From an optimization exercise on the open Yosys and OpenROAD flow, aimed at small area, a short achievable clock period and few clock cycles; shortcuts taken in it are not production practice.
RTL that was checked went through simulation tests only; none was proved equivalent to the original.
Only the layout flow was run in run 1; the RTL was not checked for function there.
Power is estimated from default activity; no workload was simulated.

## flow/design.v (module list and top-level ports; edited modules follow where they fit)
// module fir_mul: 1007 lines
// module fir_booth: 19 lines
// module ahb_lite_fir_filter: 142 lines
module ahb_lite_fir_filter
(
  input  wire        clk,
  input  wire        n_rst,
  input  wire        hsel,
  input  wire [3:0]  haddr,
  input  wire        hsize,
  input  wire [1:0]  htrans,
  input  wire        hwrite,
  input  wire [15:0] hwdata,
  output reg  [15:0] hrdata,
  output reg         hresp
);
  // ...
==> flow/flow/run.sh <==
#!/bin/bash
set -uo pipefail
export SETUP_SLACK_MARGIN=6.0
export BUFFER_PORTS_ARGS="-buffer_cell sky130_fd_sc_hd__buf_2"
bash standard.sh > standard.log 2>&1
==> flow/standard.sh <==
#!/bin/bash
# synth_recipe.tcl (not shown) runs the flow's synth.tcl, then flattens the netlist and writes it again
# the make line also repeats each setting of config.mk as NAME=value (left out here)
make -C /OpenROAD-flow-scripts/flow DESIGN_CONFIG=/design/flow/config.mk WORK_HOME=/design/flow/orfs CLKGATE_MAP_FILE= SYNTH_SCRIPT=/design/flow/synth_recipe.tcl "${@:-finish}"
==> flow/config.mk <==
export PLATFORM = sky130hd
export DESIGN_NAME = ahb_lite_fir_filter
export DESIGN_NICKNAME = ahb_lite_fir_filter
export VERILOG_FILES = /design/flow/design.v
export SDC_FILE = /design/flow/constraint.sdc
export NUM_CORES = 4
export LEC_CHECK = 0
export CAP_MARGIN = 20
export CORE_MARGIN = 2
export CORE_UTILIZATION = 40
export CTS_BUF_LIST = sky130_fd_sc_hd__clkbuf_16
export CTS_CLUSTER_DIAMETER = 80
export CTS_CLUSTER_SIZE = 25
export SLEW_MARGIN = 20
==> flow/constraint.sdc <==
create_clock -name core_clock -period 11.0 [get_ports {clk}]
set_input_delay 2.2000 -clock core_clock [delete_from_list [all_inputs] [get_ports {clk}]]
set_output_delay 2.2000 -clock core_clock [all_outputs]
set_load 0.01 [all_outputs]
==> notes.md, run 1 <==
Power:
- The power attributed to combinational cells is around 0.0013 W.
- The power per cell area is between 150 and 200 nW/um^2.
- Of the total power, the share spent switching nets is 0.384.

Placement:
- The placed cell area is 19,500 um^2.
- The final weighted congestion in routability-driven placement is roughly 0.85.

Detailed routing:
- The routed length on met2 is 23.8 mm.
- The number of iterations in the first detailed-routing pass is 6.
- Wires add up to approximately 50 mm.
- The number of design rule violations left after detail routing is 0.
- The detail route stage leaves a number of antenna-violating nets equal to 0.

Logic synthesis:
- By count the netlist is led by 176 x inv_1, 146 x a22oi_1, 145 x xnor2_1, 126 x dfrtp_1, 118 x clkbuf_1.
- The top flip-flop cell by instance count after synthesis is dfrtp_1.
- For this run, the number of Yosys warnings is 1.
- Of all cell types, the one taking the most synthesized area is dfrtp_1.

Flow run:
- The tool flagged a number of max-cap violations equal to 0.

Outcome:
- The run finished with no timing, DRC or antenna violations.

Layout:
- The number of filler cells placed in the layout is 4,283.
- The post-layout instance count excluding filler cells is between 2,000 and 2,500.
- The cell class ranked first by area is multi-input gates.
- The repair_antennas step left the layout with diodes totalling 0.
- In the final layout, flip-flops and latches occupy approximately 7400 um^2.
- The buffering overhead is 0.0389.
- Of the cells placed in the final design, the portion with a size suffix greater than 1 is 0.187.
- The layout has between 150 and 200 inverters outside the clock class.

CTS:
- The number of buffers inserted for hold repair after clock tree synthesis is 0.
- Once the clock tree was built, the resizer swapped approximately 100 gates to a different size.
- The root buffer cell is clkbuf_16.
- The clock passes through at most 3 buffers.
- After clock tree synthesis, the clock-pin slew on the worst setup and hold paths is 100 ps.
- The number of clock sinks is 284.
- The clock reaches the later pin of the worst-skew pair after 510 ps.

Global routing:
- After global routing, the most crowded layer is met2.
- The first global-routing pass estimated between 70 and 80 mm of wire.
- Entering global routing, the biggest net connects 71 pins.

Worst setup path:
- The endpoint kind of the worst setup timing path is an output pin.
- The kind of cell with the highest combined delay on the critical path is compound AO/OA/AOI/OAI gates.
- Counting both buffers and inverters, the worst setup path holds a total of 2.

Timing:
- Setup repair after global routing could not meet its margin everywhere.
- The final total negative setup slack is 0 ps.

Floorplan:
- The area of the core region is around 47,000 um^2.
- The cell row count is between 70 and 80.
- The die is about 220 um tall.
==> module ahb_lite_fir_filter, before the edit <==
module ahb_lite_fir_filter
(
  input  wire        clk,
  input  wire        n_rst,
  input  wire        hsel,
  input  wire [3:0]  haddr,
  input  wire        hsize,
  input  wire [1:0]  htrans,
  input  wire        hwrite,
  input  wire [15:0] hwdata,
  output reg  [15:0] hrdata,
  output reg         hresp
);
  wire xfer   = hsel & (htrans == 2'd2);
  wire wr_ok  = (haddr >= 4'd4) & (haddr <= 4'd14);
  always_comb hresp = xfer & (hwrite ? ~wr_ok : (haddr == 4'd15));
  reg        wp;           
  reg [3:0]  pa;           
  reg        ps;           
  always_ff @(posedge clk, negedge n_rst)
    if (!n_rst) wp <= 1'b0;
    else        wp <= xfer & hwrite & wr_ok;
  always_ff @(posedge clk) begin
    pa <= haddr;
    ps <= hsize;
  end
  wire wlo = wp & (ps | ~pa[0]);
  wire whi = wp & (ps |  pa[0]);
  reg [15:0] smp;                  
  reg [15:0] f0, f1, f2, f3;       
  reg [15:0] c0, c1, c2, c3;       
  reg [15:0] x1, x2;               
  reg        vc, vx1, vx2;         
  reg [17:0] acc;                  
  reg [15:0] res;                  
  reg        err;
  reg [15:0] mr;                   
  reg [15:0] ma;                   
  reg [8:0]  bone;                 
  reg [7:0]  btwo, bneg;
  reg s_0;                         
  reg u;                           
  reg s_c1;                        
  reg s_c2;                        
  reg s_c3;                        
  reg s_a3;                        
  reg g2;                          
  wire sel_smp = pa[3:1] == 3'd2;
  wire start   = wp & sel_smp;
  wire wr14    = wp & (pa == 4'd14);
  wire load    = wr14 & hwdata[0];
  wire [15:0] smp_n = {whi & sel_smp ? hwdata[15:8] : smp[15:8],
                       wlo & sel_smp ? hwdata[7:0]  : smp[7:0]};
  reg  [15:0] bn;
  wire [8:0]  bn_one;
  wire [7:0]  bn_two, bn_neg;
  wire [15:0] m;
  always_comb
    bn = ({16{start & vc}} & c0) | ({16{s_0 & vc}} & c1) |
         ({16{s_c1 & vc}} & c2) | ({16{s_c2 & vc}} & c3);
  fir_booth ENC (.b(bn), .one(bn_one), .two(bn_two), .neg(bn_neg));
  always_ff @(posedge clk) begin
    ma <= ({16{start | wr14 | s_0}} & smp_n) | ({16{s_c1 & vx1}} & x1) |
          ({16{s_c2 & vx2}} & x2);
    bone <= bn_one;
    btwo <= bn_two;
    bneg <= bn_neg;
  end
  fir_mul MUL (.a(ma), .one(bone), .two(btwo), .neg(bneg), .m(m));
  wire        sub  = g2 | s_c3;
  wire [17:0] opa  = s_c2 ? 18'd0 : acc;
  wire [17:0] sum  = sub ? opa - {2'b0, mr} : opa + {2'b0, mr};
  wire err_now = (~acc[17] & acc[16]) | (acc[17] & (mr > acc[15:0]));
  always_ff @(posedge clk)
    mr <= m;
  always_ff @(posedge clk, negedge n_rst) begin
    if (!n_rst) begin
      smp <= '0;
      f0 <= '0; f1 <= '0; f2 <= '0; f3 <= '0;
      vc <= 1'b0; vx1 <= 1'b0; vx2 <= 1'b0;
      acc <= '0;
      res <= '0;
      err <= 1'b0;
      s_0 <= 1'b0; u <= 1'b0; s_c1 <= 1'b0; s_c2 <= 1'b0; s_c3 <= 1'b0;
      s_a3 <= 1'b0; g2 <= 1'b0;
    end else begin
      smp <= smp_n;
      if (wlo && pa[3:1] == 3'd3) f0[7:0]  <= hwdata[7:0];
      if (whi && pa[3:1] == 3'd3) f0[15:8] <= hwdata[15:8];
      if (wlo && pa[3:1] == 3'd4) f1[7:0]  <= hwdata[7:0];
      if (whi && pa[3:1] == 3'd4) f1[15:8] <= hwdata[15:8];
      if (wlo && pa[3:1] == 3'd5) f2[7:0]  <= hwdata[7:0];
      if (whi && pa[3:1] == 3'd5) f2[15:8] <= hwdata[15:8];
      if (wlo && pa[3:1] == 3'd6) f3[7:0]  <= hwdata[7:0];
      if (whi && pa[3:1] == 3'd6) f3[15:8] <= hwdata[15:8];
      if (start) begin
        vx1 <= 1'b1;
        vx2 <= vx1;
      end
      if (load)
        vc <= 1'b1;
      s_0  <= start | load;
      u    <= start;
      s_c1 <= s_0;
      g2   <= s_0 & u;
      s_c2 <= s_c1;
      s_c3 <= s_c2;
      s_a3 <= s_c3;
      if (load)
        err <= 1'b0;
      else if (g2)
        err <= err_now;
      if (g2)
        res <= sum[17] ? 16'd0 - sum[15:0] : sum[15:0];
      if (s_c2 | s_c3 | s_a3)
        acc <= sum;
    end
  end
  always_ff @(posedge clk) begin
    if (start) begin
      x1 <= smp;
      x2 <= x1;
    end
    if (load) begin
      c0 <= f0; c1 <= f1; c2 <= f2; c3 <= f3;
    end
  end
  reg [7:0] blo, bhi;
  always_comb begin
    case (pa[3:1])
      3'd0:    begin blo = {7'b0, s_0}; bhi = {7'b0, g2 ? err_now : err}; end
      3'd1:    begin blo = res[7:0];     bhi = res[15:8];   end
      3'd2:    begin blo = smp[7:0];     bhi = smp[15:8];   end
      3'd3:    begin blo = f0[7:0];      bhi = f0[15:8];    end
      3'd4:    begin blo = f1[7:0];      bhi = f1[15:8];    end
      3'd5:    begin blo = f2[7:0];      bhi = f2[15:8];    end
      3'd6:    begin blo = f3[7:0];      bhi = f3[15:8];    end
      default: begin blo = 8'd0;         bhi = 8'd0;        end
    endcase
    hrdata = {(ps | pa[0]) ? bhi : 8'd0, (ps | ~pa[0]) ? blo : 8'd0};
  end
endmodule
==> run 2, diff against run 1 <==
--- a/flow/design.v
+++ b/flow/design.v
@@ -1077,6 +1077,18 @@
   wire load    = wr14 & hwdata[0];
   wire [15:0] smp_n = {whi & sel_smp ? hwdata[15:8] : smp[15:8],
                        wlo & sel_smp ? hwdata[7:0]  : smp[7:0]};
+  function automatic gt16(input [15:0] a, input [15:0] b);
+    reg [15:0] g, l;
+    integer w, i;
+    g = a & ~b;
+    l = ~a & b;
+    for (w = 1; w < 16; w = w * 2)
+      for (i = 0; i < 16; i = i + 2 * w) begin
+        g[i] = g[i + w] | (~l[i + w] & g[i]);
+        l[i] = l[i + w] | (~g[i + w] & l[i]);
+      end
+    gt16 = g[0];
+  endfunction
   reg  [15:0] bn;
   wire [8:0]  bn_one;
   wire [7:0]  bn_two, bn_neg;
@@ -1093,10 +1105,14 @@
     bneg <= bn_neg;
   end
   fir_mul MUL (.a(ma), .one(bone), .two(btwo), .neg(bneg), .m(m));
+  wire        mgt  = gt16(mr, acc[15:0]);
+  wire        dneg = acc[17] | mgt;
   wire        sub  = g2 | s_c3;
   wire [17:0] opa  = s_c2 ? 18'd0 : acc;
-  wire [17:0] sum  = sub ? opa - {2'b0, mr} : opa + {2'b0, mr};
-  wire err_now = (~acc[17] & acc[16]) | (acc[17] & (mr > acc[15:0]));
+  wire [17:0] opb  = sub ? ~{2'b0, mr} : {2'b0, mr};
+  wire        cin  = s_c3 | (g2 & ~dneg);
+  wire [17:0] sum  = opa + opb + {17'd0, cin};
+  wire err_now = (~acc[17] & acc[16]) | (acc[17] & mgt);
   always_ff @(posedge clk)
     mr <= m;
   always_ff @(posedge clk, negedge n_rst) begin
@@ -1137,7 +1153,7 @@
       else if (g2)
         err <= err_now;
       if (g2)
-        res <= sum[17] ? 16'd0 - sum[15:0] : sum[15:0];
+        res <= sum[15:0] ^ {16{dneg}};
       if (s_c2 | s_c3 | s_a3)
         acc <= sum;
     end
@@ -1151,18 +1167,26 @@
       c0 <= f0; c1 <= f1; c2 <= f2; c3 <= f3;
     end
   end
-  reg [7:0] blo, bhi;
+  reg [6:0] rlo, rhi;
+  wire      rd = xfer & ~hwrite;
+  always_ff @(posedge clk) begin
+    for (int k = 0; k < 7; k++) begin
+      rlo[k] <= rd & (haddr[3:1] == k) & (hsize | ~haddr[0]);
+      rhi[k] <= rd & (haddr[3:1] == k) & (hsize |  haddr[0]);
+    end
+  end
+  wire [15:0] g0 = {7'b0, g2 ? err_now : err, 7'b0, s_0};
+  wire [15:0] r_hl [0:6];
+  assign r_hl[0] = g0;
+  assign r_hl[1] = res;
+  assign r_hl[2] = smp;
+  assign r_hl[3] = f0;
+  assign r_hl[4] = f1;
+  assign r_hl[5] = f2;
+  assign r_hl[6] = f3;
   always_comb begin
-    case (pa[3:1])
-      3'd0:    begin blo = {7'b0, s_0}; bhi = {7'b0, g2 ? err_now : err}; end
-      3'd1:    begin blo = res[7:0];     bhi = res[15:8];   end
-      3'd2:    begin blo = smp[7:0];     bhi = smp[15:8];   end
-      3'd3:    begin blo = f0[7:0];      bhi = f0[15:8];    end
-      3'd4:    begin blo = f1[7:0];      bhi = f1[15:8];    end
-      3'd5:    begin blo = f2[7:0];      bhi = f2[15:8];    end
-      3'd6:    begin blo = f3[7:0];      bhi = f3[15:8];    end
-      default: begin blo = 8'd0;         bhi = 8'd0;        end
-    endcase
-    hrdata = {(ps | pa[0]) ? bhi : 8'd0, (ps | ~pa[0]) ? blo : 8'd0};
+    hrdata = 16'd0;
+    for (int k = 0; k < 7; k++)
+      hrdata = hrdata | ({{8{rhi[k]}}, {8{rlo[k]}}} & r_hl[k]);
   end
 endmodule
==> flow/flow/run.sh (replaced) <==
#!/bin/bash
set -uo pipefail
export SETUP_SLACK_MARGIN=6.1
export BUFFER_PORTS_ARGS="-buffer_cell sky130_fd_sc_hd__buf_2"
R=orfs/results/sky130hd/ahb_lite_fir_filter/base
bash standard.sh synth > synth.log 2>&1 || exit 1
cp $R/1_2_yosys.v synth_netlist.v
python3 flow/polfa.py synth_netlist.v $R/1_2_yosys.v > polfa.log 2>&1 || exit 1
rm -f $R/1_synth.odb $R/1_synth.sdc
bash standard.sh > standard.log 2>&1
==> flow/flow/polfa.py (new file) <==
#!/usr/bin/env python3
"""Remove inverters around full adders in a Yosys gate netlist.

A full adder on complemented inputs gives complemented outputs:
FA(~a, ~b, ~c) = (~s, ~co). So each sky130 fa cell may be "flipped": it then
carries the complement of its original logical values, with no change to the
cell. This script picks flips that minimise the inverters needed between full
adders (and between full adders and other cells), removes the inverters next
to full adders and re-inserts only the ones still needed. An xor2/xnor2 whose
every consumer wants its complement is swapped to the other type instead.
The netlist's function is unchanged; no flip-flop is touched.

usage: polfa.py in.v out.v
"""
import re
import sys
import random
from collections import defaultdict

OUTS = {"X", "Y", "Q", "Q_N", "SUM", "COUT", "HI", "LO"}
P = "sky130_fd_sc_hd__"

src = open(sys.argv[1]).read()
inst_re = re.compile(r"^(\s*)(" + P + r"\w+)\s+(\S+)\s*\((.*?)\);\n", re.S | re.M)
pin_re = re.compile(r"\.(\w+)\(([^()]*)\)")

insts = {}      # name -> [type, {pin: raw net}]
order = []
spans = {}
for m in inst_re.finditer(src):
    typ, name, body = m.group(2), m.group(3), m.group(4)
    pins = {p: n for p, n in pin_re.findall(body)}
    insts[name] = [typ, pins]
    order.append(name)
    spans[name] = (m.start(), m.end())


def key(raw):
    return raw.strip()


drv = {}
loads = defaultdict(list)   # net -> [(inst, pin)]
for name, (typ, pins) in insts.items():
    for p, n in pins.items():
        k = key(n)
        if p in OUTS:
            drv[k] = (name, p)
        else:
            loads[k].append((name, p))

# nets that are module ports must not lose their driver: find port names
ports = set()
for m in re.finditer(r"^\s*(?:input|output)\s+(?:\[[^\]]*\]\s*)?(\S+);", src, re.M):
    ports.add(m.group(1))


def is_port(k):
    base = k.split("[")[0].lstrip("\\")
    return base in ports or k in ports


def ctype(name):
    return insts[name][0][len(P):]


fas = [n for n in order if ctype(n).startswith("fa_")]
faset = set(fas)


def is_inv(name):
    t = ctype(name)
    return t.startswith("inv_") or t.startswith("clkinv_")


# scope inverters: input driven by a full adder, or every load a full adder input
scope = set()
for name in order:
    if not is_inv(name):
        continue
    a = key(insts[name][1]["A"])
    y = key(insts[name][1]["Y"])
    if is_port(y) or is_port(a):
        continue
    d = drv.get(a)
    ls = loads[y]
    if (d and d[0] in faset) or (ls and all(l[0] in faset for l in ls)):
        scope.add(name)

# follow scope inverters back to a source: net -> (source net, parity)
def source(k):
    p = 0
    seen = 0
    while True:
        d = drv.get(k)
        if d and d[0] in scope:
            k = key(insts[d[0]][1]["A"])
            p ^= 1
            seen += 1
            if seen > 10:
                raise SystemExit("inverter loop")
        else:
            return k, p


# consumers: (consumer inst, pin, needed logical = source ^ parity)
# collect demands for every source net of interest
demands = defaultdict(list)   # src net -> [(inst, pin, parity)]
for name in order:
    if name in scope:
        continue
    for p, n in insts[name][1].items():
        if p in OUTS:
            continue
        k = key(n)
        s, par = source(k)
        d = drv.get(k)
        if (d and d[0] in scope) or (name in faset) or (drv.get(s) and drv[s][0] in faset):
            demands[s].append((name, p, par))
# port nets / loads outside instances: a scope inverter driving a port is excluded above

srcs = list(demands)


def src_flip(s, f):
    d = drv.get(s)
    if d and d[0] in faset:
        return f[d[0]]
    return 0


def swappable(s):
    d = drv.get(s)
    if d is None or ctype(d[0]).split("_")[0] not in ("xor2", "xnor2") or is_port(s):
        return False
    # every load of s must be a demand (or a removed inverter)
    dem = set((i, p) for i, p, _ in demands[s])
    return all(l in dem or l[0] in scope for l in loads[s])


def cost(f):
    c = 0
    for s in srcs:
        fs = src_flip(s, f)
        need = [par ^ fs ^ (f[i] if i in faset else 0) for i, _, par in demands[s]]
        if any(need):
            if all(need) and swappable(s):
                continue
            c += 1
    return c


f = {n: 0 for n in fas}
best = cost(f)
start_cost = best
touch = defaultdict(set)
for s in srcs:
    d = drv.get(s)
    if d and d[0] in faset:
        touch[d[0]].add(s)
    for i, _, _ in demands[s]:
        if i in faset:
            touch[i].add(s)


def local(s, f):
    fs = src_flip(s, f)
    need = [par ^ fs ^ (f[i] if i in faset else 0) for i, _, par in demands[s]]
    if any(need):
        if all(need) and swappable(s):
            return 0
        return 1
    return 0


rng = random.Random(1)
cur = dict(f)
curc = best
for rnd in range(40):
    improved = True
    while improved:
        improved = False
        for n in fas:
            before = sum(local(s, cur) for s in touch[n])
            cur[n] ^= 1
            after = sum(local(s, cur) for s in touch[n])
            if after < before:
                curc += after - before
                improved = True
            else:
                cur[n] ^= 1
    if curc < best:
        best, f = curc, dict(cur)
    # perturb
    cur = dict(f)
    curc = best
    for n in rng.sample(fas, max(1, len(fas) // 10)):
        before = sum(local(s, cur) for s in touch[n])
        cur[n] ^= 1
        curc += sum(local(s, cur) for s in touch[n]) - before

sys.stderr.write(f"polfa: {len(fas)} full adders, {len(scope)} inverters in scope, "
                 f"cost {start_cost} -> {best}, flipped {sum(f.values())}\n")

# ---- rebuild ----
newwires = []
newinst = []
rename = {}   # (inst, pin) -> raw net
swap = set()
cnt = 0
for s in srcs:
    fs = src_flip(s, f)
    need = [(i, p, par ^ fs ^ (f[i] if i in faset else 0)) for i, p, par in demands[s]]
    raw_s = s + (" " if s.startswith("\\") else "")
    if any(n for _, _, n in need) and all(n for _, _, n in need) and swappable(s):
        swap.add(drv[s][0])
        for i, p, _ in need:
            rename[(i, p)] = raw_s
        continue
    inv_net = None
    for i, p, n in need:
        if n:
            if inv_net is None:
                cnt += 1
                inv_net = f"_polinv{cnt}_"
                newwires.append(f"  wire {inv_net};\n")
                newinst.append(f"  {P}inv_1 _polinvc{cnt}_ (\n    .A({raw_s}),\n    .Y({inv_net})\n  );\n")
            rename[(i, p)] = inv_net
        else:
            rename[(i, p)] = raw_s

out = []
pos = 0
for name in order:
    a, b = spans[name]
    out.append(src[pos:a])
    pos = b
    if name in scope:
        continue
    typ, pins = insts[name]
    if name in swap:
        t = ctype(name)
        if t.startswith("xnor2"):
            typ = P + t.replace("xnor2", "xor2")
            pins = {("X" if p == "Y" else p): n for p, n in pins.items()}
        else:
            typ = P + t.replace("xor2", "xnor2")
            pins = {("Y" if p == "X" else p): n for p, n in pins.items()}
    body = ",\n".join(f"    .{p}({rename.get((name, p), n)})" for p, n in pins.items())
    out.append(f"  {typ} {name} (\n{body}\n  );\n")
rest = src[pos:]
text = "".join(out)
# declare new wires after the last existing wire declaration
idx = text.rfind("  wire ")
idx = text.index("\n", idx) + 1
text = text[:idx] + "".join(newwires) + text[idx:]
rest = "".join(newinst) + rest
open(sys.argv[2], "w").write(text + rest)
--- a/flow/config.mk
+++ b/flow/config.mk
@@ -7,7 +7,7 @@
 export LEC_CHECK = 0
 export CAP_MARGIN = 20
 export CORE_MARGIN = 2
-export CORE_UTILIZATION = 40
+export CORE_UTILIZATION = 60
 export CTS_BUF_LIST = sky130_fd_sc_hd__clkbuf_16
 export CTS_CLUSTER_DIAMETER = 80
 export CTS_CLUSTER_SIZE = 25
==> run 2 against run 1 <==
Compared with the run above: final area down 6.3%; synthesized area is 4.1% lower; critical path type is now in2out; setup slack better by 300 ps; combinational power shrank 76%; first-iteration DRC count down 3.2%; sequential power about the same; critical endpoint is now hresp; largest power group is now sequential cells; sequential share of layout area grew 3.8 points; clock power shrank 5.3%; critical path depth fell by 8; still clean on timing, DRC and antenna.
==> notes.md, run 2 <==
Detailed routing:
- The number of antenna-violating nets in the routed design is 0 (unchanged).
- The wire length after detailed routing was 46.4 mm (-7.9%).
- Dividing the detail-routed wire length by the instance count gives between 20 and 25 um.
- The number of vias per cell after detailed routing is 6.21.
- The detailed router finished its first iteration with 1,234 violations.
- The number of iterations in the first detailed-routing pass is 5 (-1).
- The routed layout has about 12,000 vias.
- The number of design rule violations left after detail routing is 0 (unchanged).

CTS:
- TritonCTS built the clock tree.
- The number of buffers inserted for hold repair after clock tree synthesis is 0 (unchanged).
- The source-to-sink clock delay at the later pin of the worst-skew pair is 500 ps (about the same).
- The clock transition at the register clock pins on the worst setup and hold paths after CTS is 100 ps (about the same).
- The number of H-tree branching levels is 1.
- The number of buffers on the longest clock path is 3 (unchanged).
- The number of clock sinks came to 298 (+4.9%).
- Clock tree synthesis inserted a total of 16 buffers.
- The root buffer cell is clkbuf_16.

Global routing:
- The first-pass GRT wire length came to 72.0 mm (-10%).
- The overflow left after global routing is 0.
- The all-layer global routing usage is 0.299.
- The via count of the first global-routing pass is roughly 12,000.
- The initial antenna violation count is 1.
- The pin count of the biggest net entering global routing came to 66 (-7.0%).

Worst setup path:
- Of all nets on the critical path, the largest fanout is 2.
- The type of origin of the critical path is an input pin.
- The cell at the slowest stage of the critical path is nand3b_1.
- By instance count, the cell type seen most on the critical path is buf_2.
- The startpoint identified for the worst register-to-register timing path is ma[7].
- STA puts the critical path data required time at 8800 ps.
- For this run, the slowest stage of the critical path takes 180 ps.
- The cell depth of the worst flop-to-flop path is 17.
- For flop-to-flop paths, the worst setup slack is 6160 ps.
- In this run the critical register-to-register path is captured at mr[15].
- For the worst setup path, the data arrival time is roughly 2700 ps.
- The worst setup path is captured at an output pin.
- The critical path is of the in2out type.
- Traced cell by cell, the critical path runs through buf_2 -> nand3b_1 -> a21oi_2 -> buf_2.

Logic synthesis:
- After synthesis, the mean cell area works out to ~11 um^2.
- When the netlist entered floorplanning its net count stood at about 1,800.
- The Yosys warning count is 1 (unchanged).
- The number of instances in the synthesized netlist is ~1,600.
- The post-synthesis instance area is about 18,000 um^2.

Flow run:
- The number of maximum-capacitance constraint violations is 0 (unchanged).

Layout:
- The number of filler cells placed in the layout is 2,363 (-45%).
- The layout net count is 1,812.
- The number of flip-flops under the largest register name is 18.
- The layout overhead on the synthesized area is 8.88%.
- The most common cell after layout, fill and taps aside is a22oi_1.
- The library cells used most frequently in the layout, excluding fill and tap cells, are 173 x a22oi_1, 137 x xnor2_1, 126 x dfrtp_1.
- The storage element area came to 7660 um^2 (+3.8%).
- The share of layout cells above drive strength 1 is 0.185 (-0.00221).
- The register bank with the most flops is acc.
- The multi-input combinational cell area is about 10,000 um^2.

Timing:
- The peak clock frequency supported by timing is between 0.2 and 0.25 GHz.
- The pin slew with the least headroom to its limit is about 970 ps.
- The smallest clock period supported by the final layout is computed as between 4000 and 5000 ps.
- The share of the clock period used by the worst path is 0.448.
- Setup repair after global routing could not meet its margin everywhere.
- The final hold violation count is 0.
- The worst hold slack is approximately 430 ps.
- Setup violations remaining at the end of the flow were counted as 0.
- The final total negative setup slack was 0 ps (unchanged).
- The count of final max-slew check failures is 0.
- In this run the tightest slew margin relative to its limit is 0.349.
- Across the routed clock network, the largest skew measured is 17.2 ps.

Floorplan:
- The die footprint is about 32,000 um^2.
- Pin placement for this block handled 44 I/O pins.
- The area of the core region came to 29,600 um^2 (-36%).
- The initial utilization of the core area, before any placement, comes to 0.611.
- The floorplan step set the die width to roughly 180 um.
- The height of the die is 178 um (-20%).
- The cell row count is 63 (-20%).

Power:
- The maximum VDD drop is roughly 160 uV.
- The leakage power is 8.47 nW.
- The power per cell area is 111 nW/um^2 (-28%).

Placement:
- Once detailed placement completed, the half-perimeter wirelength came to about 33 mm.
- The final weighted congestion in routability-driven placement is 0.913 (+7.0%).
- During placement, the flow inserted port buffers numbering 43.

Hold path:
- The type of the worst min-delay path is reg2reg.
- The hold path startpoint is s_c1.
- The endpoint of the worst hold-timing path is s_c2.
- The cell depth of the worst hold path is 0.

Outcome:
- The flow ran to the end and the layout has no timing, DRC or antenna violations.
[run 2: final cells by class]
type	count	area share
antenna	1	0.000127
clock buffer	17	0.0216
clock inverter	11	0.00317
inverter	76	0.0146
multi-input combinational	1111	0.509
sequential	298	0.389
tap	390	0.0248
timing repair buffer	104	0.0379
[run 2: worst max-delay path by stage]
stage / endpoint / depth (start not counted) / startpoint / slack (ps)
5_1_grt: acc[16] / 21 / acc[7] / 6000
6_report: hresp / 4 / htrans[0] / 6070
4_1_cts: mr[15] / 16 / bneg[6] / 6060
3_3_place_gp: mr[15] / 15 / bneg[0] / 5480
3_5_place_dp: mr[15] / 15 / bneg[0] / 5310
2_1_floorplan: hresp / 4 / haddr[2] / 6110
[run 2: metrics by stage]
stage | instances | utilization | power, W | instance area [um^2] | worst slack (ps)
floorplan | 1608 | - | 0.00146 | 18100 | 6110
global placement | 1934 | 0.624 | 0.00154 | 18500 | 5480
detailed placement | 1934 | 0.624 | 0.00155 | 18500 | 5310
CTS | 1966 | 0.647 | 0.00218 | 19200 | 6060
global route | 2007 | 0.665 | 0.00227 | 19700 | 6000
finish | 2008 | 0.665 | 0.00218 | 19700 | 6070
[run 2: report_power, final]
group          internal, W  switching, W  total [W]
clock             0.000288      0.000352   0.000640
combinational     0.000137      0.000174   0.000311
sequential         0.00119     0.0000451    0.00123
[run 2: repair_timing]
action / 4_1_cts / 5_1_grt
setup endpoints to repair: 19 / 17
gates resized for setup: 74 / 49
buffers inserted: 4 / 41
endpoints found under the hold margin: 0 / 0
pin swaps: 10 / 15
[run 2: per-layer routing]
metal,wire [um],global-route usage,vias up
met5,0,0,-
met4,1550,0.0915,0
met3,2560,0.0321,98
met2,22100,0.493,434
met1,20200,0.420,6272
li1,-,-,5672
[run 2: worst max-delay path, delay by kind of cell]
family	cells	cell delay (ps)
buf+inv	2	230
simple gates	1	180
compound gates	1	120
Testbench counts of run 2, summed over its fixed seeds: cycles 4,104.
==> run 3, diff against run 2 <==
--- a/flow/flow/run.sh
+++ b/flow/flow/run.sh
@@ -1,6 +1,6 @@
 #!/bin/bash
 set -uo pipefail
-export SETUP_SLACK_MARGIN=6.1
+export SETUP_SLACK_MARGIN=6.0
 export BUFFER_PORTS_ARGS="-buffer_cell sky130_fd_sc_hd__buf_2"
 R=orfs/results/sky130hd/ahb_lite_fir_filter/base
 bash standard.sh synth > synth.log 2>&1 || exit 1
==> run 3 against run 2 <==
Compared with the run above: global-route usage decreased by 0.28 points; combinational power decreased by 4%; still clean; sequential share of layout area increased by 0.49 points; setup slack got worse by 27 ps; non-clock buffer count decreased by 16; worst hold slack got worse by 15 ps; power increased by 0.70%; critical endpoint is now hrdata[8]; via count increased by 0.14%; wire length decreased by 0.70%; final area decreased by 1.1%; clock skew increased by 0.91 ps; fmax decreased by 0.55%.
==> notes.md, run 3 <==
Logic synthesis:
- The Yosys warning count is 1 (unchanged).
- The number of instances in the synthesized netlist is 1,608 (unchanged).
- The post-synthesis instance area came to 18,100 um^2 (unchanged).
- The mean post-synth cell area is 11.3 um^2 (unchanged).
- The net count after synthesis is 1,813 (unchanged).

Floorplan:
- The height of the die is 178 um (unchanged).
- The x dimension of the die is 178 um (unchanged).
- The initial cell density of the core is 0.611 (unchanged).
- The cell row count is 63 (unchanged).
- The total I/O pin count is 44 (unchanged).
- The die footprint came to 31,600 um^2 (unchanged).
- The area of the core region was 29,600 um^2 (unchanged).

Worst setup path:
- The worst setup path is launched from a flop.
- The endpoint kind of the worst setup timing path is an output pin.
- The worst path arrival time is 2760 ps (+30 ps).
- The largest fanout on the critical path is 3 (+1).
- The critical path is of the reg2out type.
- The required time at the endpoint of the critical path is 8800 ps (about the same).

Global routing:
- The via count of the first global-routing pass is 12,100 (-1.9%).
- The all-layer global routing usage was 0.297 (-0.00282).
- The pin count of the biggest net entering global routing is 65 (-1.5%).
- The initial antenna violation count is 1 (unchanged).
- The first-pass GRT wire length is 70.9 mm (-1.5%).
- The overflow left after global routing was 0 (unchanged).

Hold path:
- The tightest min-delay check is of the reg2reg type.

CTS:
- The clock transition at the register clock pins on the worst setup and hold paths after CTS came to 100 ps (about the same).
- The number of clock sinks is 298 (unchanged).
- The number of H-tree branching levels is 1 (unchanged).
- The number of buffers inserted for hold repair after clock tree synthesis is 0 (unchanged).
- The CTS buffer count is 16 (unchanged).
- The source-to-sink clock delay at the later pin of the worst-skew pair is 500 ps (about the same).
- The CTS tree is yes.
- The root buffer cell is clkbuf_16.
- The number of buffers on the longest clock path came to 3 (unchanged).

Layout:
- The number of filler cells placed in the layout is 2,374 (+0.47%).
- The total inserted antenna cells is 0 (-1).
- In the layout the commonest cells are 178 x a22oi_1, 138 x xnor2_1, 126 x dfrtp_1.
- The multi-input combinational cell area is 9940 um^2 (-0.90%).
- The post-layout instance count excluding filler cells was 1,991 (-0.85%).
- The number of flip-flops under the largest register name is 18 (unchanged).
- More flip-flops sit in one register than any other, and that register is acc.
- Leaving out fill and tap cells, the most frequent cell in the layout is a22oi_1.
- The share of layout cells above drive strength 1 is 0.167 (-0.0175).
- The layout net count is 1,796 (-0.88%).
- The area growth from synthesis to layout is 7.64%.
- The storage element area is 7670 um^2 (about the same).

Flow run:
- The number of maximum-capacitance constraint violations is 0 (unchanged).

Detailed routing:
- The number of antenna-violating nets in the routed design is 0 (unchanged).
- The wire length after detailed routing is 46.0 mm (-0.70%).
- The number of vias per cell after detailed routing came to 6.27 (+0.99%).
- The total vias in the final route was 12,500 (+0.14%).
- The number of design rule violations left after detail routing is 0 (unchanged).
- The number of DRC violations after detailed-routing iteration 0 is 1,445 (+17%).
- The routed wire length per instance is 23.1 um (+0.14%).
- The number of iterations in the first detailed-routing pass is 6 (+1).

Timing:
- The remaining max-slew budget at the tightest pin is 0.315 (-0.0334).
- The final hold violation count was 0 (unchanged).
- Setup repair after global routing could not meet its margin everywhere.
- The worst hold slack is 415 ps (-15.5 ps).
- The count of final max-slew check failures is 0 (unchanged).
- The final total negative setup slack came to 0 ps (unchanged).
- The count of endpoints failing setup in the final report is 0 (unchanged).
- The shortest period the worst path allows is 4960 ps (+27.1 ps).
- The peak clock frequency supported by timing was 0.202 GHz (-0.55%).
- The pin slew with the least headroom to its limit came to 1020 ps (+49.9 ps).
- The final clock skew is 18.1 ps (+0.912 ps).
- The share of the clock period used by the worst path is 0.451 (+0.00246).

Placement:
- The number of I/O port buffers is 43 (unchanged).
- The total placed cells including tap cells is 1,933 (-0.052%).
- The half-perimeter wire length after placement came to 33.4 mm (+0.91%).
- The final weighted congestion in routability-driven placement came to 0.855 (-6.4%).

Outcome:
- The run finished with no timing, DRC or antenna violations.

Power:
- The leakage power is 8.36 nW (-1.2%).
- The maximum VDD drop came to 119 uV (-28%).
- The power per cell area was 113 nW/um^2 (+1.9%).
[run 3: report_power, final]
| part | total (W) | switching [W] | internal (W) |
|---|---|---|---|
| logic | 0.000300 | 0.000170 | 0.000130 |
| clock network | 0.000667 | 0.000355 | 0.000311 |
| registers | 0.00123 | 0.0000461 | 0.00119 |
| total | 0.00220 | 0.000571 | 0.00163 |
[run 3: critical path, cell delays in order (launching register included)]
cell and delay (ps):
dfrtp_1 430, nand2b_4 60, maj3_2 300, nor2_2 130, a211oi_2 40, a21o_1 210
a221o_1 400, o211a_1 280, o22ai_4 160, o21ai_2 90, buf_2 150
[run 3: area by class of cell]
class                      instances  share of cell area
inverter                          76              0.0148
clock buffer                      17              0.0218
sequential                       298               0.394
clock inverter                    11             0.00437
multi-input combinational       1111               0.510
tap                              390              0.0250
timing repair buffer              88              0.0301
[run 3: path summary, 6_finish.rpt]
path,slack [ps],cells after the start,from,to
min in group asynchronous,1660,1,n_rst,acc[1]
max in group asynchronous,8010,2,n_rst,f1[15]
setup reg to reg,6090,16,btwo[0],mr[15]
setup / recovery,6040,10,acc[4],hrdata[8]
hold / removal,410,0,s_c1,s_c2
hold reg to reg,410,0,s_c1,s_c2
[run 3: routing by layer]
layer	vias to the layer above	GRT usage	wire length, um
met5	-	0	0
met4	0	0.0963	1640
met3	105	0.0304	2630
met2	485	0.479	21700
met1	6267	0.423	20000
li1	5636	-	-
[run 3: what timing repair did]
item	CTS	global route
pin swaps	2	15
endpoints found under the setup margin	17	14
gates resized for setup	54	46
buffers inserted	0	30
[run 3: through the flow]
| step | utilization | worst slack [ps] | total power (W) | instance area (um^2) |
|---|---|---|---|---|
| after global placement | 0.624 | 5490 | 0.00154 | 18500 |
| final | 0.657 | 6040 | 0.00220 | 19500 |
| after global routing | 0.657 | 5940 | 0.00229 | 19500 |
| after CTS | 0.645 | 5960 | 0.00220 | 19100 |
| after detailed placement | 0.624 | 5470 | 0.00155 | 18500 |
| after floorplan | - | 6010 | 0.00146 | 18100 |
==> run 4, diff against run 3 <==
--- a/flow/config.mk
+++ b/flow/config.mk
@@ -7,7 +7,7 @@
 export LEC_CHECK = 0
 export CAP_MARGIN = 20
 export CORE_MARGIN = 2
-export CORE_UTILIZATION = 60
+export CORE_UTILIZATION = 70
 export CTS_BUF_LIST = sky130_fd_sc_hd__clkbuf_16
 export CTS_CLUSTER_DIAMETER = 80
 export CTS_CLUSTER_SIZE = 25
==> run 4 against run 3 <==
Compared with the run above: final area down 0.97%; critical path depth shrank 6; still clean; first-iteration DRC count is 19% lower; die area shrank 14%; fmax is 0.48% lower; critical endpoint is now hresp; highest routed layer is now met5.
==> notes.md, run 4 <==
CTS:
- The CTS tree is yes.
- The source-to-sink clock delay at the later pin of the worst-skew pair is 510 ps (about the same).
- The number of buffers on the longest clock path is 3 (unchanged).
- The clock transition at the register clock pins on the worst setup and hold paths after CTS was 100 ps (about the same).
- CTS placed an instance of clkbuf_16 at the clock tree root.
- The number of clock sinks was 298 (unchanged).
- The CTS buffer count came to 16 (unchanged).
- The number of H-tree branching levels is 1 (unchanged).
- The number of buffers inserted for hold repair after clock tree synthesis was 0 (unchanged).

Detailed routing:
- The number of DRC violations after detailed-routing iteration 0 is 1,168 (-19%).
- The number of vias per cell after detailed routing came to 6.57 (+4.7%).
- The total vias in the final route was 12,600 (+0.82%).
- The number of design rule violations left after detail routing is 0 (unchanged).
- The routed wire length per instance was 23.3 um (+0.65%).
- The number of antenna-violating nets in the routed design came to 0 (unchanged).
- The number of iterations in the first detailed-routing pass is 6 (unchanged).
- The wire length after detailed routing is 44.6 mm (-3.1%).

Floorplan:
- The cell row count came to 58 (-7.9%).
- The height of the die is 165 um (-7.3%).
- The area of the core region is 25,300 um^2 (-15%).
- The die footprint was 27,200 um^2 (-14%).
- The total I/O pin count is 44 (unchanged).
- The initial cell density of the core came to 0.717 (+0.106).
- The x dimension of the die is 165 um (-7.3%).

Logic synthesis:
- The net count after synthesis is 1,813 (unchanged).
- The number of instances in the synthesized netlist was 1,608 (unchanged).
- The mean post-synth cell area came to 11.3 um^2 (unchanged).
- The post-synthesis instance area is 18,100 um^2 (unchanged).
- The Yosys warning count was 1 (unchanged).

Placement:
- The final weighted congestion in routability-driven placement is 0.894 (+4.6%).
- The total placed cells including tap cells was 1,871 (-3.2%).
- The half-perimeter wire length after placement was 32.0 mm (-4.2%).
- The number of I/O port buffers was 43 (unchanged).

Timing:
- The share of the clock period used by the worst path was 0.453 (+0.00217).
- Setup repair after global routing could not meet its margin everywhere.
- The pin slew with the least headroom to its limit is 1050 ps (+28.7 ps).
- The final total negative setup slack is 0 ps (unchanged).
- The final hold violation count was 0 (unchanged).
- The shortest period the worst path allows is 4980 ps (+23.8 ps).
- The count of endpoints failing setup in the final report was 0 (unchanged).
- The final clock skew is 24.7 ps (+6.55 ps).
- The count of final max-slew check failures was 0 (unchanged).
- The remaining max-slew budget at the tightest pin is 0.298 (-0.0174).
- The peak clock frequency supported by timing is 0.201 GHz (-0.48%).

Hold path:
- The type of the worst min-delay path is reg2reg.

Global routing:
- The first-pass GRT wire length was 69.7 mm (-1.6%).
- The all-layer global routing usage is 0.337 (+0.0403).
- The overflow left after global routing is 0 (unchanged).
- The via count of the first global-routing pass is 12,500 (+2.6%).
- The pin count of the biggest net entering global routing is 72 (+11%).
- The initial antenna violation count is 1 (unchanged).

Worst setup path:
- The cell at the slowest stage of the critical path is nand3b_1.
- Walking the worst path, the cells encountered are buf_6 -> nand3b_1 -> a21oi_2 -> buf_2.
- The delay of the slowest critical-path stage is 220 ps (-210 ps).
- The worst path arrival time was 2780 ps (+20 ps).
- The largest fanout on the critical path is 4 (+1).
- The endpoint kind of the worst setup timing path is an output pin.
- The setup path with the least slack is of type in2out.
- The required time at the endpoint of the critical path came to 8800 ps (about the same).
- The type of origin of the critical path is an input pin.

Layout:
- Leaving out fill and tap cells, the most frequent cell in the layout is a22oi_1.
- The number of filler cells placed in the layout was 1,729 (-27%).
- The storage element area was 7660 um^2 (-0.15%).
- The register bank with the most flops is acc.
- The share of layout cells above drive strength 1 came to 0.164 (-0.00293).
- The layout overhead on the synthesized area is 6.60%.
- The multi-input combinational cell area is 9960 um^2 (+0.19%).
- The number of flip-flops under the largest register name is 18 (unchanged).
- The layout net count is 1,782 (-0.78%).
- The library cells used most frequently in the layout, excluding fill and tap cells, are 177 x a22oi_1, 138 x xnor2_1, 126 x dfrtp_1.
- The total inserted antenna cells is 0 (unchanged).
- The post-layout instance count excluding filler cells is 1,917 (-3.7%).

Flow run:
- The number of maximum-capacitance constraint violations is 0 (unchanged).

Power:
- The leakage power came to 8.28 nW (-1.0%).
- The power per cell area is 113 nW/um^2 (about the same).
- The maximum VDD drop is 158 uV (+33%).

Outcome:
- The flow ran to the end and the layout has no timing, DRC or antenna violations.
run 4: cell types whose count changed in the layout (fill, tap and decap cells not counted), moves of 2 or more:
cell / delta
nor3_2: -2
dfxtp_4: -6
dfxtp_2: +9
buf_4: -11
nor3_1: +2
dfxtp_1: -3
a21oi_1: -2
buf_6: -3
a21oi_2: +2
run 4: power by group:
part	switching, W	total [W]	internal, W
Combinational	0.000168	0.000300	0.000132
Clock	0.000352	0.000641	0.000289
Sequential	0.0000465	0.00123	0.00119
Total	0.000567	0.00218	0.00161
run 4: worst paths after layout:
check                      endpoint  slack [ps]  startpoint  depth (start not counted)
setup / recovery              hresp        6020   htrans[0]                          4
hold reg to reg                s_c2         410        s_c1                          0
hold / removal                 s_c2         410        s_c1                          0
max in group asynchronous   smp[14]        7880       n_rst                          2
min in group asynchronous     f1[1]        1830       n_rst                          1
setup reg to reg             mr[15]        6140       ma[0]                         15
run 4: cell type report:
class | instances | area share
inverter | 76 | 0.0149
tap | 330 | 0.0214
clock inverter | 11 | 0.00337
clock buffer | 17 | 0.0221
sequential | 298 | 0.397
multi-input combinational | 1111 | 0.516
timing repair buffer | 74 | 0.0251
run 4: metal layers:
metal	vias to the layer above	GRT usage	wire, um	share of wire
li1	5599	-	-	-
met1	6336	0.467	18500	0.41
met2	547	0.553	21500	0.48
met3	112	0.0429	3160	0.071
met4	2	0.121	1490	0.033
met5	-	0	13	0.00029
run 4: timing repair:
item,in CTS,in global routing
endpoints found under the setup margin,18,11
buffers inserted,0,18
resized for setup,63,40
pin swaps,2,16
run 4: critical path: cells and delay by family:
family                 cells  cell delay, ps
AOI/OAI and AO/OA          1             140
buffers and inverters      2             230
and+or+nand+nor            1             220
run 4: through the flow:
step                      utilization  hold WS [ps]  setup WS (ps)  cell area, um^2  total power, W
final                           0.764           411           6020            19300         0.00218
after global routing            0.764           409           5940            19300         0.00225
after CTS                       0.752           410           5980            19000         0.00217
after detailed placement        0.728           391           5400            18400         0.00155
after global placement          0.728           390           5470            18400         0.00153
after floorplan                     -           359           6010            18100         0.00146
==> run 5, diff against run 4 <==
--- a/flow/flow/run.sh
+++ b/flow/flow/run.sh
@@ -2,6 +2,7 @@
 set -uo pipefail
 export SETUP_SLACK_MARGIN=6.0
 export BUFFER_PORTS_ARGS="-buffer_cell sky130_fd_sc_hd__buf_2"
+export CTS_ARGS="-sink_clustering_enable -repair_clock_nets -sink_clustering_size 25 -sink_clustering_max_diameter 80 -buf_list sky130_fd_sc_hd__clkbuf_16 -dont_use_dummy_load"
 R=orfs/results/sky130hd/ahb_lite_fir_filter/base
 bash standard.sh synth > synth.log 2>&1 || exit 1
 cp $R/1_2_yosys.v synth_netlist.v
--- a/flow/config.mk
+++ b/flow/config.mk
@@ -7,7 +7,7 @@
 export LEC_CHECK = 0
 export CAP_MARGIN = 20
 export CORE_MARGIN = 2
-export CORE_UTILIZATION = 70
+export CORE_UTILIZATION = 60
 export CTS_BUF_LIST = sky130_fd_sc_hd__clkbuf_16
 export CTS_CLUSTER_DIAMETER = 80
 export CTS_CLUSTER_SIZE = 25
==> run 5 against run 4 <==
Compared with the run above: still clean; wire length increased by 3.0%; final cell count increased by 3.0%; register-to-register slack got worse by 70 ps; count of clock-buffer cells in the layout decreased by 1; sequential share of layout area decreased by 0.069 points; critical endpoint is now hrdata[8].
==> notes.md, run 5 <==
Outcome:
- The run finished with no timing, DRC or antenna violations.

Timing:
- The peak clock frequency supported by timing is 0.202 GHz (+0.75%).
- Setup repair after global routing could not meet its margin everywhere.
- The final total negative setup slack is 0 ps (unchanged).
- The count of final max-slew check failures is 0 (unchanged).
- The pin slew with the least headroom to its limit is 983 ps (-69.2 ps).
- The final clock skew was 40.7 ps (+16.0 ps).
- The slack of the critical path is 6060 ps (+36.9 ps).
- The final hold violation count is 0 (unchanged).
- The share of the clock period used by the worst path is 0.449 (-0.00335).
- The remaining max-slew budget at the tightest pin is 0.342 (+0.0444).
- The shortest period the worst path allows was 4940 ps (-36.9 ps).
- The count of endpoints failing setup in the final report was 0 (unchanged).

Worst setup path:
- The worst setup path is captured at an output pin.
- The register-to-register setup slack is 6070 ps (-70 ps).
- Tracing the worst setup path back leads to its startpoint at acc[4].
- The startpoint of the lowest-slack register-to-register path is ma[7].
- The largest fanout on the critical path is 3 (-1).
- The cell at the slowest stage of the critical path is dfrtp_1.
- The type of origin of the critical path is a flop.
- The critical path goes through nand2b_4 -> maj3_2 -> nor2_2 -> a211oi_2 -> a21o_1 -> a221o_1 -> o211a_1 -> o22ai_4 -> o21ai_2 -> buf_2.
- The type of the setup path with the least slack is reg2out.
- The required time at the endpoint of the critical path is 8800 ps (about the same).
- The worst path arrival time is 2740 ps (-40 ps).
- The delay of the slowest critical-path stage is 430 ps (+210 ps).

Detailed routing:
- The number of antenna-violating nets in the routed design is 0 (unchanged).
- The wire length after detailed routing came to 46.0 mm (+3.0%).
- The number of design rule violations left after detail routing is 0 (unchanged).
- The total vias in the final route is 12,400 (-1.4%).
- The number of vias per cell after detailed routing is 6.29 (-4.2%).
- The number of DRC violations after detailed-routing iteration 0 is 1,361 (+17%).
- The number of iterations in the first detailed-routing pass is 6 (unchanged).
- The routed wire length per instance is 23.3 um (about the same).

Layout:
- The number of filler cells placed in the layout is 2,398 (+39%).
- Ranked by flip-flop count, first place goes to acc.
- Leaving out fill and tap cells, the most frequent cell in the layout is a22oi_1.
- The layout net count is 1,791 (+0.51%).
- The final standard cell area without fillers is 19,300 um^2 (about the same).
- The share of layout cells above drive strength 1 is 0.162 (-0.00221).
- The number of flip-flops under the largest register name was 18 (unchanged).
- The total inserted antenna cells is 0 (unchanged).
- The top cell types in the final layout, fill and taps aside, are 180 x a22oi_1, 138 x xnor2_1, 126 x dfrtp_1.
- The layout overhead on the synthesized area is 6.62% (about the same).

Logic synthesis:
- The number of instances in the synthesized netlist is 1,608 (unchanged).
- The post-synthesis instance area is 18,100 um^2 (unchanged).
- The mean post-synth cell area is 11.3 um^2 (unchanged).
- The net count after synthesis is 1,813 (unchanged).
- The Yosys warning count is 1 (unchanged).

CTS:
- The number of buffers inserted for hold repair after clock tree synthesis is 0 (unchanged).
- The source-to-sink clock delay at the later pin of the worst-skew pair is 510 ps (about the same).
- The CTS tree is yes.
- The number of buffers on the longest clock path is 3 (unchanged).
- The cell sitting at the root of the clock tree is a clkbuf_16.
- The clock transition at the register clock pins on the worst setup and hold paths after CTS is 110 ps (about the same).
- The CTS buffer count is 16 (unchanged).
- The number of clock sinks came to 298 (unchanged).
- The number of H-tree branching levels was 1 (unchanged).

Floorplan:
- The area of the core region is 29,600 um^2 (+17%).
- The height of the die is 178 um (+7.8%).
- The x dimension of the die is 178 um (+7.8%).
- The initial cell density of the core was 0.611 (-0.106).
- The cell row count is 63 (+8.6%).
- The total I/O pin count is 44 (unchanged).
- The die footprint is 31,600 um^2 (+16%).

Power:
- The switching power as a share of total power came to 0.259 (-0.00159).
- The net switching power of the design is 0.000552 W (-2.6%).
- The maximum VDD drop is 114 uV (-27%).
- The part of the power in the clock network came to 0.281 (-0.014).
- The cell internal power dissipation is 0.00158 W (-1.8%).
- The sequential share of power came to 0.579 (+0.012).
- The power per cell area was 110 nW/um^2 (-2.0%).
- The leakage power came to 8.25 nW (-0.33%).
- The part of the power in combinational logic is 0.140 (+0.002).

Placement:
- The final weighted congestion in routability-driven placement is 0.855 (-4.4%).
- The half-perimeter wire length after placement is 33.4 mm (+4.4%).
- The minimum setup slack after placement was 5470 ps (+74.8 ps).
- The placed cell area is 18,500 um^2 (+0.60%).
- The number of I/O port buffers is 43 (unchanged).

Flow run:
- The number of maximum-capacitance constraint violations came to 0 (unchanged).

Hold path:
- The tightest min-delay check is of the reg2reg type.
- The hold path startpoint is s_c1.

Global routing:
- The initial antenna violation count is 1 (unchanged).
- The pin count of the biggest net entering global routing is 65 (-9.7%).
- The all-layer global routing usage is 0.297 (-0.0403).
- The via count of the first global-routing pass is 12,100 (-2.7%).
- The first-pass GRT wire length came to 70.9 mm (+1.7%).
- The overflow left after global routing was 0 (unchanged).
## run 5: worst paths after layout
path	endpoint	depth (start not counted)
min	s_c2	0
max	hrdata[8]	10
max reg2reg	mr[15]	16
min in group asynchronous	acc[1]	1
max in group asynchronous	f3[9]	2
min reg2reg	s_c2	0
## run 5: per-layer routing
layer / vias up / GRT usage / part of all wire
met4: 0 / 0.0990 / 0.034
met5: - / 0 / 0
met1: 6242 / 0.421 / 0.43
met2: 467 / 0.479 / 0.48
li1: 5608 / - / -
met3: 107 / 0.0328 / 0.062
## run 5: critical path: cells and delay by family (launching register included)
kind,cells,cell delay [ps]
AO/OA/AOI/OAI,6,1170
flip-flops,1,430
adder cells (fa/ha/maj),1,300
AND/OR/NAND/NOR,2,180
buffers and inverters,1,150
## run 5: timing repair
item                                    4_1_cts  5_1_grt
resized for setup                            54       35
cloned                                        0        0
buffers inserted                              3       22
pin swaps                                     3       14
endpoints found under the setup margin       17       15
## run 5: power by group through the flow
stage | logic (W) | registers, W | clock network [W]
floorplan | 0.000221 | 0.00124 | 0
global placement | 0.000284 | 0.00126 | 0
detailed placement | 0.000288 | 0.00126 | 0
CTS | 0.000291 | 0.00123 | 0.000606
global route | 0.000329 | 0.00124 | 0.000644
finish | 0.000299 | 0.00123 | 0.000598
## run 5: area by class of cell
class,count,area [um^2],share of cell area
Multi-Input combinational cell,1111,9930,0.514
Sequential cell,298,7650,0.396
Timing Repair Buffer,83,544,0.0282
Tap cell,390,488,0.0253
Clock buffer,16,400,0.0207
Inverter,76,288,0.0149
## run 5: metrics by stage
stage | util | hold WS, ps | power, W | instances
floorplan | - | 359 | 0.00146 | 1608
global placement | 0.624 | 393 | 0.00154 | 1933
detailed placement | 0.624 | 396 | 0.00155 | 1933
CTS | 0.642 | 410 | 0.00213 | 1952
global route | 0.651 | 435 | 0.00221 | 1974
finish | 0.651 | 411 | 0.00213 | 1974
==> run 6, diff against run 5 <==
--- a/flow/config.mk
+++ b/flow/config.mk
@@ -7,8 +7,9 @@
 export LEC_CHECK = 0
 export CAP_MARGIN = 20
 export CORE_MARGIN = 2
-export CORE_UTILIZATION = 60
+export CORE_UTILIZATION = 70
 export CTS_BUF_LIST = sky130_fd_sc_hd__clkbuf_16
 export CTS_CLUSTER_DIAMETER = 80
 export CTS_CLUSTER_SIZE = 25
+export GPL_ROUTABILITY_DRIVEN = 0
 export SLEW_MARGIN = 20
==> run 6 against run 5 <==
Compared with the run above: critical path depth shrank 6; wire length shrank 4.2%; worst hold slack gained 27 ps; final area shrank 0.97%; largest power group unchanged.
==> notes.md, run 6 <==
Outcome:
- The run finished with no timing, DRC or antenna violations.

Power:
- The leakage power was 8.16 nW (-1.1%).
- The maximum VDD drop is 176 uV (+53%).
- The part of the power in the clock network is 0.279 (-0.002).
- The sequential share of power was 0.583 (+0.004).
- The cell internal power dissipation was 0.00157 W (-0.41%).
- The part of the power in combinational logic is 0.137 (-0.003).
- The switching power as a share of total power is 0.255 (-0.00420).
- The net switching power of the design was 0.000538 W (-2.6%).
- The power per cell area is 110 nW/um^2 (about the same).

Detailed routing:
- The number of vias per cell after detailed routing is 6.56 (+4.2%).
- The top layer used by detailed routing is met4.
- The met1 wire length is 18.4 mm (-6.7%).
- The number of design rule violations left after detail routing was 0 (unchanged).
- The routed length on met3 is 3.18 mm (+12%).
- The number of antenna-violating nets in the routed design is 0 (unchanged).
- The routed wire length per instance was 23.2 um (-0.24%).
- The total vias in the final route is 12,400 (+0.089%).
- The routed length on met2 is 21.1 mm (-3.8%).
- The number of DRC violations after detailed-routing iteration 0 is 1,373 (+0.88%).
- The wire length after detailed routing was 44.0 mm (-4.2%).
- The number of iterations in the first detailed-routing pass is 8 (+2).

Global routing:
- The via count of the first global-routing pass is 12,400 (+2.3%).
- The all-layer global routing usage was 0.332 (+0.0358).
- The pin count of the biggest net entering global routing is 70 (+7.7%).
- The first-pass GRT wire length was 69.0 mm (-2.6%).
- The overflow left after global routing is 0 (unchanged).
- The initial antenna violation count is 0 (-1).

Worst setup path:
- The worst setup path endpoint is hresp.
- The worst setup path is of the in2out kind.
- STA classifies the critical path startpoint as an input pin.
- The largest fanout on the critical path came to 4 (+1).
- The startpoint of the lowest-slack register-to-register path is ma[8].
- The required time at the endpoint of the critical path came to 8800 ps (about the same).
- The endpoint identified for the worst register-to-register timing path is mr[15].
- The cell depth of the worst flop-to-flop path is 16 (unchanged).
- The register-to-register setup slack is 6060 ps (about the same).
- The worst path arrival time is 2800 ps (+60 ps).
- The most critical setup path has its startpoint at htrans[0].
- The endpoint kind of the worst setup timing path is an output pin.

Floorplan:
- The initial cell density of the core is 0.717 (+0.106).
- The height of the die is 165 um (-7.3%).
- The area of the core region is 25,300 um^2 (-15%).
- The x dimension of the die came to 165 um (-7.3%).
- The total I/O pin count is 44 (unchanged).
- The cell row count is 58 (-7.9%).
- The die footprint is 27,200 um^2 (-14%).

Layout:
- Leaving out fill and tap cells, the most frequent cell in the layout is a22oi_1.
- The final standard cell area without fillers came to 19,100 um^2 (-0.97%).
- The number of flip-flops under the largest register name is 18 (unchanged).
- The share of layout cells above drive strength 1 was 0.153 (-0.00899).
- The layout overhead on the synthesized area is 5.59%.
- The top cell types in the final layout, fill and taps aside, are 181 x a22oi_1, 138 x xnor2_1, 126 x dfrtp_1.
- The register bank with the most flops is acc.
- The layout net count is 1,773 (-1.0%).
- The total inserted antenna cells is 0 (unchanged).

Timing:
- Setup repair after global routing could not meet its margin everywhere.
- The final hold violation count was 0 (unchanged).
- The final clock skew is 40.8 ps (+0.0685 ps).
- The pin slew with the least headroom to its limit came to 956 ps (-27.2 ps).
- The count of final max-slew check failures is 0 (unchanged).
- The shortest period the worst path allows was 5000 ps (+57.9 ps).
- The share of the clock period used by the worst path is 0.455 (+0.00526).
- The worst hold slack is 437 ps (+26.7 ps).
- The remaining max-slew budget at the tightest pin came to 0.363 (+0.0206).
- The count of endpoints failing setup in the final report is 0 (unchanged).
- The peak clock frequency supported by timing is 0.200 GHz (-1.2%).
- The final total negative setup slack is 0 ps (unchanged).

CTS:
- The clock transition at the register clock pins on the worst setup and hold paths after CTS was 90 ps (-20 ps).
- The source-to-sink clock delay at the later pin of the worst-skew pair is 510 ps (about the same).
- The number of H-tree branching levels is 1 (unchanged).
- The number of buffers on the longest clock path was 3 (unchanged).
- TritonCTS built the clock tree.
- The number of clock sinks is 298 (unchanged).
- The CTS buffer count is 16 (unchanged).
- The number of buffers inserted for hold repair after clock tree synthesis came to 0 (unchanged).
- The root buffer cell is clkbuf_16.

Logic synthesis:
- The mean post-synth cell area was 11.3 um^2 (unchanged).
- The post-synthesis instance area is 18,100 um^2 (unchanged).
- The number of instances in the synthesized netlist is 1,608 (unchanged).
- The Yosys warning count is 1 (unchanged).
- The net count after synthesis is 1,813 (unchanged).

Placement:
- The half-perimeter wire length after placement is 31.8 mm (-5.0%).
- The number of I/O port buffers was 43 (unchanged).
- The placed cell area is 18,400 um^2 (-0.51%).

Flow run:
- The number of maximum-capacitance constraint violations came to 0 (unchanged).

Hold path:
- In this run the most critical hold path is launched from s_c1.
- The tightest min-delay check is of the reg2reg type.
run 6: cell types whose count changed in the layout (fill, tap and decap cells not counted), moves of 2 or more:
cell,change
buf_4,-18
dfxtp_4,+11
dfxtp_2,-8
dfxtp_1,-3
a211oi_2,-2
buf_6,-2
nor3_1,+2
nor3_2,-2
run 6: power by group through the flow:
stage	clock network, W	logic (W)	registers [W]
after floorplan	0	0.000221	0.00124
after global placement	0	0.000275	0.00126
after detailed placement	0	0.000283	0.00126
after CTS	0.000599	0.000286	0.00123
final	0.000589	0.000290	0.00123
after global routing	0.000635	0.000320	0.00124
run 6: worst min-delay path by stage:
stage                     cells after the start  slack [ps]   end
after CTS                                     0         440  s_c2
after floorplan                               0         360  s_c2
after global placement                        0         400  s_c2
final                                         0         440  s_c2
after global routing                          1         460    g2
after detailed placement                      0         410  s_c2
run 6: worst max-delay path: stages:
cell and delay, ps:
buf_6 90, nand3b_1 220, a21oi_2 150, buf_2 140
run 6: area by class of cell:
| class | instances | area (um^2) |
|---|---|---|
| inverters | 76 | 288 |
| multi-input cells | 1111 | 9900 |
| repair buffers | 65 | 424 |
| fillers | 1757 | 6140 |
| flip-flops and latches | 298 | 7680 |
| well taps | 330 | 413 |
| clock buffers | 16 | 400 |
run 6: per-layer routing:
metal / global-route usage / vias up
met4: 0.107 / 0
met5: 0 / -
met3: 0.0535 / 112
met1: 0.457 / 6193
met2: 0.547 / 543
li1: - / 5587
run 6: timing repair:
item,CTS,global route
cloned,0,0
pin swaps,1,8
resized for setup,49,56
setup buffers,0,7
endpoints found under the setup margin,17,15
run 6: stage by stage:
stage | setup slack [ps] | total power, W | cells | utilization
after floorplan | 6010 | 0.00146 | 1608 | -
after global placement | 5530 | 0.00153 | 1873 | 0.728
after detailed placement | 5450 | 0.00154 | 1873 | 0.728
after CTS | 5920 | 0.00212 | 1889 | 0.748
after global routing | 5940 | 0.00219 | 1896 | 0.757
final | 6000 | 0.00211 | 1896 | 0.757
==> run 7, diff against run 6 <==
--- a/flow/config.mk
+++ b/flow/config.mk
@@ -11,5 +11,5 @@
 export CTS_BUF_LIST = sky130_fd_sc_hd__clkbuf_16
 export CTS_CLUSTER_DIAMETER = 80
 export CTS_CLUSTER_SIZE = 25
-export GPL_ROUTABILITY_DRIVEN = 0
+export GPL_TIMING_DRIVEN = 0
 export SLEW_MARGIN = 20
==> run 7 against run 6 <==
Compared with the run above: critical endpoint is now mr[15]; power rose by 2.0%; setup slack got worse by 43 ps; clock skew up 18 ps; largest cell class unchanged; non-clock buffer count is 132 higher; sequential share of layout area shrank 2.9 points; worst hold slack got worse by 53 ps; clock power rose by 2%; final area is 6.1% higher; synthesized area did not move; via count grew 7.4%; critical path depth grew 14.
==> notes.md, run 7 <==
Outcome:
- The run finished with no timing, DRC or antenna violations.

Worst setup path:
- The required time at the endpoint of the critical path came to 11,380 ps (+2580 ps).
- The count of buffering cells on the critical path with inverters included came to 2 (unchanged).
- The endpoint kind of the worst setup timing path is a flop.
- The cell at the slowest stage of the critical path is fa_1.
- The type of origin of the critical path is a flop.
- The setup path with the least slack is of type reg2reg.
- The cell type with the highest occurrence count on the critical path is fa_1.
- The worst path arrival time is 5420 ps (+2620 ps).
- The delay of the slowest critical-path stage is 540 ps (+320 ps).
- The register-to-register setup slack is 5960 ps (-100 ps).
- The largest fanout on the critical path is 4 (unchanged).
- The signal on the critical path passes through buf_8 -> buf_6 -> a22oi_2 -> xor2_1 -> fa_2 -> fa_1 -> fa_1 -> fa_1 -> ha_4 -> a21o_1 -> a211o_1 -> a21oi_4 -> or2_4 -> a211oi_4 -> o21ai_2 -> nand3_4 -> and3_4 -> a311oi_2.
- Among cell families on the critical path, the largest total delay comes from adder cells.

Timing:
- Setup repair after global routing could not meet its margin everywhere.
- The count of endpoints failing setup in the final report is 0 (unchanged).
- The peak clock frequency supported by timing is 0.198 GHz (-0.86%).
- The final hold violation count came to 0 (unchanged).
- The final clock skew is 59.2 ps (+18.4 ps).
- The final total negative setup slack is 0 ps (unchanged).
- The count of final max-slew check failures is 0 (unchanged).
- The shortest period the worst path allows is 5040 ps (+43.2 ps).
- The remaining max-slew budget at the tightest pin is 0.372 (+0.00945).
- The share of the clock period used by the worst path is 0.459 (+0.00393).
- The pin slew with the least headroom to its limit is 938 ps (-17.6 ps).

Detailed routing:
- The number of DRC violations after detailed-routing iteration 0 came to 1,348 (-1.8%).
- The number of design rule violations left after detail routing is 0 (unchanged).
- The routed wire length per instance was 24.4 um (+5.1%).
- The number of vias per cell after detailed routing came to 6.59 (+0.45%).
- The wire length after detailed routing came to 49.5 mm (+12%).
- The number of antenna-violating nets in the routed design is 0 (unchanged).
- The total vias in the final route was 13,400 (+7.4%).
- The number of iterations in the first detailed-routing pass came to 7 (-1).

CTS:
- The number of H-tree branching levels is 1 (unchanged).
- The number of buffers inserted for hold repair after clock tree synthesis is 0 (unchanged).
- The number of buffers on the longest clock path is 3 (unchanged).
- The root buffer cell is clkbuf_16.
- The clock transition at the register clock pins on the worst setup and hold paths after CTS was 100 ps (about the same).
- The source-to-sink clock delay at the later pin of the worst-skew pair is 520 ps (about the same).
- The CTS buffer count is 16 (unchanged).
- The number of clock sinks came to 298 (unchanged).
- TritonCTS built the clock tree.

Logic synthesis:
- The mean post-synth cell area was 11.3 um^2 (unchanged).
- The net count after synthesis came to 1,813 (unchanged).
- The Yosys warning count is 1 (unchanged).
- The post-synthesis instance area is 18,100 um^2 (unchanged).
- The number of instances in the synthesized netlist is 1,608 (unchanged).

Floorplan:
- The area of the core region is 25,300 um^2 (unchanged).
- The initial cell density of the core came to 0.717 (unchanged).
- The die footprint is 27,200 um^2 (unchanged).
- The height of the die is 165 um (unchanged).
- The cell row count is 58 (unchanged).
- The total I/O pin count is 44 (unchanged).
- The x dimension of the die came to 165 um (unchanged).

Power:
- The power per cell area was 106 nW/um^2 (-3.9%).
- The leakage power came to 8.71 nW (+6.7%).
- The maximum VDD drop is 121 uV (-31%).

Placement:
- The placed cell area is 18,900 um^2 (+2.8%).
- The half-perimeter wire length after placement is 36.1 mm (+14%).
- The number of I/O port buffers is 43 (unchanged).
- Routability-driven placement finished with a final weighted congestion of 0.978.

Global routing:
- The first-pass GRT wire length is 75.0 mm (+8.7%).
- The all-layer global routing usage is 0.370 (+0.0373).
- The overflow left after global routing is 0 (unchanged).
- The via count of the first global-routing pass is 13,400 (+7.8%).
- The pin count of the biggest net entering global routing is 71 (+1.4%).
- The initial antenna violation count came to 0 (unchanged).

Layout:
- The library cells used most frequently in the layout, excluding fill and tap cells, are 171 x a22oi_1, 137 x xnor2_1, 126 x dfrtp_1.
- The library cell used most frequently in the layout, excluding fill and tap cells, is a22oi_1.
- The final standard cell area without fillers is 20,300 um^2 (+6.1%).
- The number of flip-flops under the largest register name is 18 (unchanged).
- The total inserted antenna cells is 0 (unchanged).
- The area growth from synthesis to layout is 12.0%.
- The share of layout cells above drive strength 1 came to 0.198 (+0.0446).
- The layout net count is 1,905 (+7.4%).
- The register with the most flip-flops in the final layout is acc.

Flow run:
- The number of maximum-capacitance constraint violations is 0 (unchanged).

Hold path:
- The tightest min-delay check is of the reg2reg type.
==> run 7: changes by cell type in the layout (fill, tap and decap cells not counted), sizes merged <==
cell / previous run / this run
buf: 63 / 112
clkbuf: 18 / 101
==> run 7: path summary, 6_finish.rpt <==
kind                           end  start  cells past startpoint
min in group asynchronous    f0[1]  n_rst                      1
max in group asynchronous  smp[15]  n_rst                      2
max reg2reg                 mr[15]  ma[8]                     18
min                           s_c2   s_c1                      0
max                         mr[15]  ma[8]                     18
min reg2reg                   s_c2   s_c1                      0
==> run 7: routing by layer <==
metal	global-route usage	wire length (um)	vias to the layer above	part of all wire
met5	0	0	-	0
met4	0.184	2710	0	0.055
li1	-	-	5837	-
met2	0.597	23400	712	0.47
met1	0.489	19300	6638	0.39
met3	0.0615	4130	173	0.083
==> run 7: cell type report <==
type / count / area, um^2
Buffer: 123 / 900
Clock buffer: 16 / 400
Fill cell: 1565 / 4980
Inverter: 76 / 288
Multi-Input combinational cell: 1111 / 10200
Sequential cell: 298 / 7570
Tap cell: 330 / 413
Timing Repair Buffer: 74 / 524
==> run 7: where the power goes <==
| group | switching, W | leakage, nW | internal (W) |
|---|---|---|---|
| sequential | 0.0000404 | 3.16 | 0.00119 |
| clock | 0.000337 | 0.197 | 0.000262 |
| combinational | 0.000181 | 5.35 | 0.000140 |
==> run 7: stage by stage <==
step	std cells	setup slack [ps]	util	hold WS [ps]	power (W)
after detailed placement	1990	4800	0.748	378	0.00156
final	2028	5960	0.803	384	0.00215
after CTS	2018	5960	0.787	386	0.00214
after global routing	2028	5820	0.803	403	0.00222
after global placement	1981	4660	0.742	367	0.00154
after floorplan	1608	6010	-	359	0.00146
==> run 7: worst register-to-register path: stages (launching register included) <==
cell,delay (ps)
dfxtp_2,340
buf_8,120
buf_6,120
a22oi_2,180
xor2_1,230
fa_2,490
fa_1,530
fa_1,450
fa_1,540
ha_4,220
a21o_1,170
a211o_1,330
a21oi_4,180
or2_4,180
a211oi_4,50
o21ai_2,230
nand3_4,140
and3_4,210
a311oi_2,200
==> run 7: repair_timing <==
action                     CTS  global route
hold endpoints to repair     0             0
setup endpoints to repair   19            21
pin swaps                   21            33
resized for setup          154           133
cloned                       0             0
setup buffers               12            10

Check on run 7: ideal ports give 5.955 ns setup slack; a clkbuf_16 on the clock port and buf_2 on the inputs give 5.930 ns; moving port delays by the midpoint clock arrival (0.543 ns) as well gives 5.930 ns.
